From an optimization exercise on the open Yosys and OpenROAD flow, aimed at small area; shortcuts taken in it are not production practice. Only simulation tests tie the RTL to the original design; equivalence was not proved.

== build 37 ==
## eth_rx
module eth_rx (
    input wire i_clk,
    input wire i_reset,
    input wire [31:0] i_xver_rx_data,
    output logic [31:0] m00_axis_tdata,
    output logic [3:0] m00_axis_tkeep,
    output logic m00_axis_tvalid,
    output logic m00_axis_tlast,
    output logic m00_axis_tuser
);
For scale: about 1900 cells after synthesis, roughly 300 flip-flops.
export LEC_CHECK = 0
export CAP_MARGIN = 0
export CORE_MARGIN = 2
export CORE_UTILIZATION = 40
export CTS_BUF_LIST = sky130_fd_sc_hd__clkbuf_8
export CTS_CLUSTER_DIAMETER = 60
export CTS_CLUSTER_SIZE = 20
export GPL_TIMING_DRIVEN = 0
export SLEW_MARGIN = 0
create_clock -name core_clock -period 6.5 [get_ports {i_clk}]
standard.sh (not shown) runs the stock make flow with config.mk's settings and CLKGATE_MAP_FILE= SYNTH_SCRIPT=/design/flow/synth_recipe.tcl, a recipe that flattens the netlist after the stock synthesis.
==> flow/flow/run.sh <==
#!/bin/bash
# Layout flow: the standard flow (standard.sh, the ORFS make targets), with
#  - ABC run with an area-oriented mapping script (flow/abc_speed.script:
#    choice-based structural rewriting and area-recovering mapping, no
#    buffering/upsizing; the repair steps after placement fix any timing);
#    everything else in synthesis is the standard one, so the registers
#    are the standard synthesis's;
#  - CTS without dummy load cells;
#  - the smallest buffer on every input and output port.
# Each tool's log is in orfs/logs/; this script's own output is in flow.log.
set -euo pipefail
W=$(pwd)
{
  echo "copying ORFS scripts to $W/scripts_mod"
  rm -rf "$W/scripts_mod"
  cp -r "$FLOW_HOME/scripts" "$W/scripts_mod"
  cp "$W/flow/abc_speed.script" "$W/scripts_mod/abc_speed.script"
  bash "$W/standard.sh" \
    "SCRIPTS_DIR=$W/scripts_mod" \
    "CTS_ARGS=-sink_clustering_enable -repair_clock_nets -dont_use_dummy_load -buf_list sky130_fd_sc_hd__clkbuf_8 -sink_clustering_size 20 -sink_clustering_max_diameter 60" \
    "BUFFER_PORTS_ARGS=-buffer_cell sky130_fd_sc_hd__buf_1" \
    finish
} > "$W/flow.log" 2>&1
==> flow/flow/abc_speed.script <==
&get -n
&st
&deepsyn -T 60
&dch -f
&nf -R 1000
&st
&dch -f
&nf -R 1000
&st
&dch -f
&nf -R 1000
&st
&dch -f
&nf -R 1000
&put
strash
dch -f
amap -m
topo
stime -c
dnsize -c
Build 37 has completed all stages; timing, DRC and antenna checks passed.
Here is what was changed in the inputs of build 20 compared with build 37.
Settings: GPL_TIMING_DRIVEN removed (was 0).
==> flow/run.sh (new file) <==
#!/bin/bash
# synth_recipe.tcl (not shown) runs the flow's synth.tcl, then flattens the netlist and writes it again
# the make line also repeats each setting of config.mk as NAME=value (left out here)
make -C /OpenROAD-flow-scripts/flow DESIGN_CONFIG=/design/flow/config.mk WORK_HOME=/design/flow/orfs CLKGATE_MAP_FILE= SYNTH_SCRIPT=/design/flow/synth_recipe.tcl finish
removed: flow/flow/run.sh
removed: flow/flow/abc_speed.script
removed: flow/standard.sh
Findings:
Xor and xnor fraction of the mapped netlist area: build 20 vs build 37 up 19 points. Summary of build 20 over build 37: number of core rows moved up, number of cells on the critical path moved down, met1 routing resource usage after global routing moved down. Compare build 20 and build 37 | worst setup margin lower: build 37. Build 20 finished end to end and its layout was clean on timing, DRC and antenna. | via count | build 20 vs build 37 | better |.
For build 60, these inputs were changed with respect to build 20:
==> flow/flow/run.sh (new file) <==
#!/bin/bash
# Layout flow: the standard flow (standard.sh, the ORFS make targets), with
#  - ABC run with an area-oriented mapping script (flow/abc_speed.script:
#    choice-based structural rewriting and area-recovering mapping, no
#    buffering/upsizing; the repair steps after placement fix any timing);
#    everything else in synthesis is the standard one, so the registers
#    are the standard synthesis's;
#  - CTS without dummy load cells;
#  - the smallest buffer on every input and output port.
# Each tool's log is in orfs/logs/; this script's own output is in flow.log.
set -euo pipefail
W=$(pwd)
{
  echo "copying ORFS scripts to $W/scripts_mod"
  rm -rf "$W/scripts_mod"
  cp -r "$FLOW_HOME/scripts" "$W/scripts_mod"
  cp "$W/flow/abc_speed.script" "$W/scripts_mod/abc_speed.script"
  bash "$W/standard.sh" \
    "SCRIPTS_DIR=$W/scripts_mod" \
    "CTS_ARGS=-sink_clustering_enable -repair_clock_nets -dont_use_dummy_load -buf_list sky130_fd_sc_hd__clkbuf_8 -sink_clustering_size 20 -sink_clustering_max_diameter 60" \
    "BUFFER_PORTS_ARGS=-buffer_cell sky130_fd_sc_hd__buf_1" \
    finish
} > "$W/flow.log" 2>&1
==> flow/flow/abc_speed.script (new file) <==
&get -n
&st
&dch -f
&nf -R 1000
&st
&dch -f
&nf -R 1000
&st
&dch -f
&nf -R 1000
&st
&dch -f
&nf -R 1000
&put
topo
stime -c
dnsize -c
==> flow/standard.sh (new file) <==
#!/bin/bash
# synth_recipe.tcl (not shown) runs the flow's synth.tcl, then flattens the netlist and writes it again
# the make line also repeats each setting of config.mk as NAME=value (left out here)
make -C /OpenROAD-flow-scripts/flow DESIGN_CONFIG=/design/flow/config.mk WORK_HOME=/design/flow/orfs CLKGATE_MAP_FILE= SYNTH_SCRIPT=/design/flow/synth_recipe.tcl "${@:-finish}"
removed: flow/run.sh
==> run summary <==
- In the flow results for build 20 and build 60, the final area is larger on build 20.
- Against build 20, build 60 comes in 6 higher on number of logic stages on the critical path including buffering.
- In build 60, the count of cells along the worst register-to-register path came out 6 above the value in build 20.
- Relative to build 20, the die area measured on build 60 has decreased by more than 10%.
- When build 60 is measured against build 20, its clock network contribution to total cell area turns out 1.5 points lower.
- Changes observed in build 60 relative to build 20: number of inserted filler cells in the final layout down 413; setup slack lost 0.11 ns.

* * *

== the baseline ==
eth_rx, a different RTL version from the one above (not shown whole).
For scale: ~1800 cells after synthesis, roughly 300 flip-flops, roughly 73 I/O pins, about 18000 µm² of cells after synthesis.
clock: 6.5 ns
lec_check: 0
cap_margin: 0
core_margin: 2
core_utilization: 40
cts_buf_list: sky130_fd_sc_hd__clkbuf_4
slew_margin: 0
run.sh (not shown) runs the stock make flow with config.mk's settings and CLKGATE_MAP_FILE= SYNTH_SCRIPT=/design/flow/synth_recipe.tcl, a recipe that flattens the netlist after the stock synthesis.
Stock flow here: none of the scripts above is used.
diff inputs: the baseline => the candidate
- setting PLACE_DENSITY to 0.75 for the first time
- changing CORE_UTILIZATION from 40 to 60
- The candidate has completed all stages; timing, DRC and antenna checks passed.
- The post-route clock skew of the candidate was superior to that of the baseline.
- A master of the slowest instance on the critical path of sky130_fd_sc_hd__buf_4 is what the baseline shows, while sky130_fd_sc_hd__a21oi_1 belongs to the candidate.
- In the candidate, the layout clock buffer count came out 3 above the value in the baseline.
- Diff the baseline and the candidate: wire length on met1 lower in the candidate
- Status: synthesized cell area parity (the baseline, the candidate)
- Endpoint of the worst setup timing path = u_rx_gearbox.o_data[1]: the baseline; endpoint of the worst setup timing path = xgmii_rx_data[28]: the candidate

-- what the ideal ports hide --
How much do the figures lean on ideal ports? The routed layouts below were timed once more, with nothing changed but the port constraints. Step 1, drivers: a clkbuf_16 drives i_clk and a buf_2 each remaining input, both assumed. Step 2 adds t to the input delays and takes it off the output delays; t is the mean of the earliest and latest rising clock arrival at the registers after step 1. Input paths then give back, and output paths get back, about the clock's delay inside the block. Three values: ideal ports, drivers, drivers and shift; two values: the first two.
run | t, ns | slack for setup (ns) | worst hold slack (ns) | pins driven straight from the clock port
build 37 | 0.664 | 0.597 / 0.597 / 0.597 | 0.403 / 0.403 / 0.403 | 1
build 20 | 0.683 | 2.049 / 2.049 / 2.049 | 0.457 / 0.457 / 0.457 | 1
build 60 | 0.647 | 1.939 / 1.939 / 1.939 | 0.432 / 0.432 / 0.432 | 1
the baseline | 0.861 | 1.856 / 1.856 / 1.856 | 0.404 / 0.404 / 0.404 | 1
the candidate | 0.780 | 2.121 / 2.121 / 2.121 | 0.421 / 0.421 / 0.421 | 1
After both steps setup and hold are still met in every run listed.
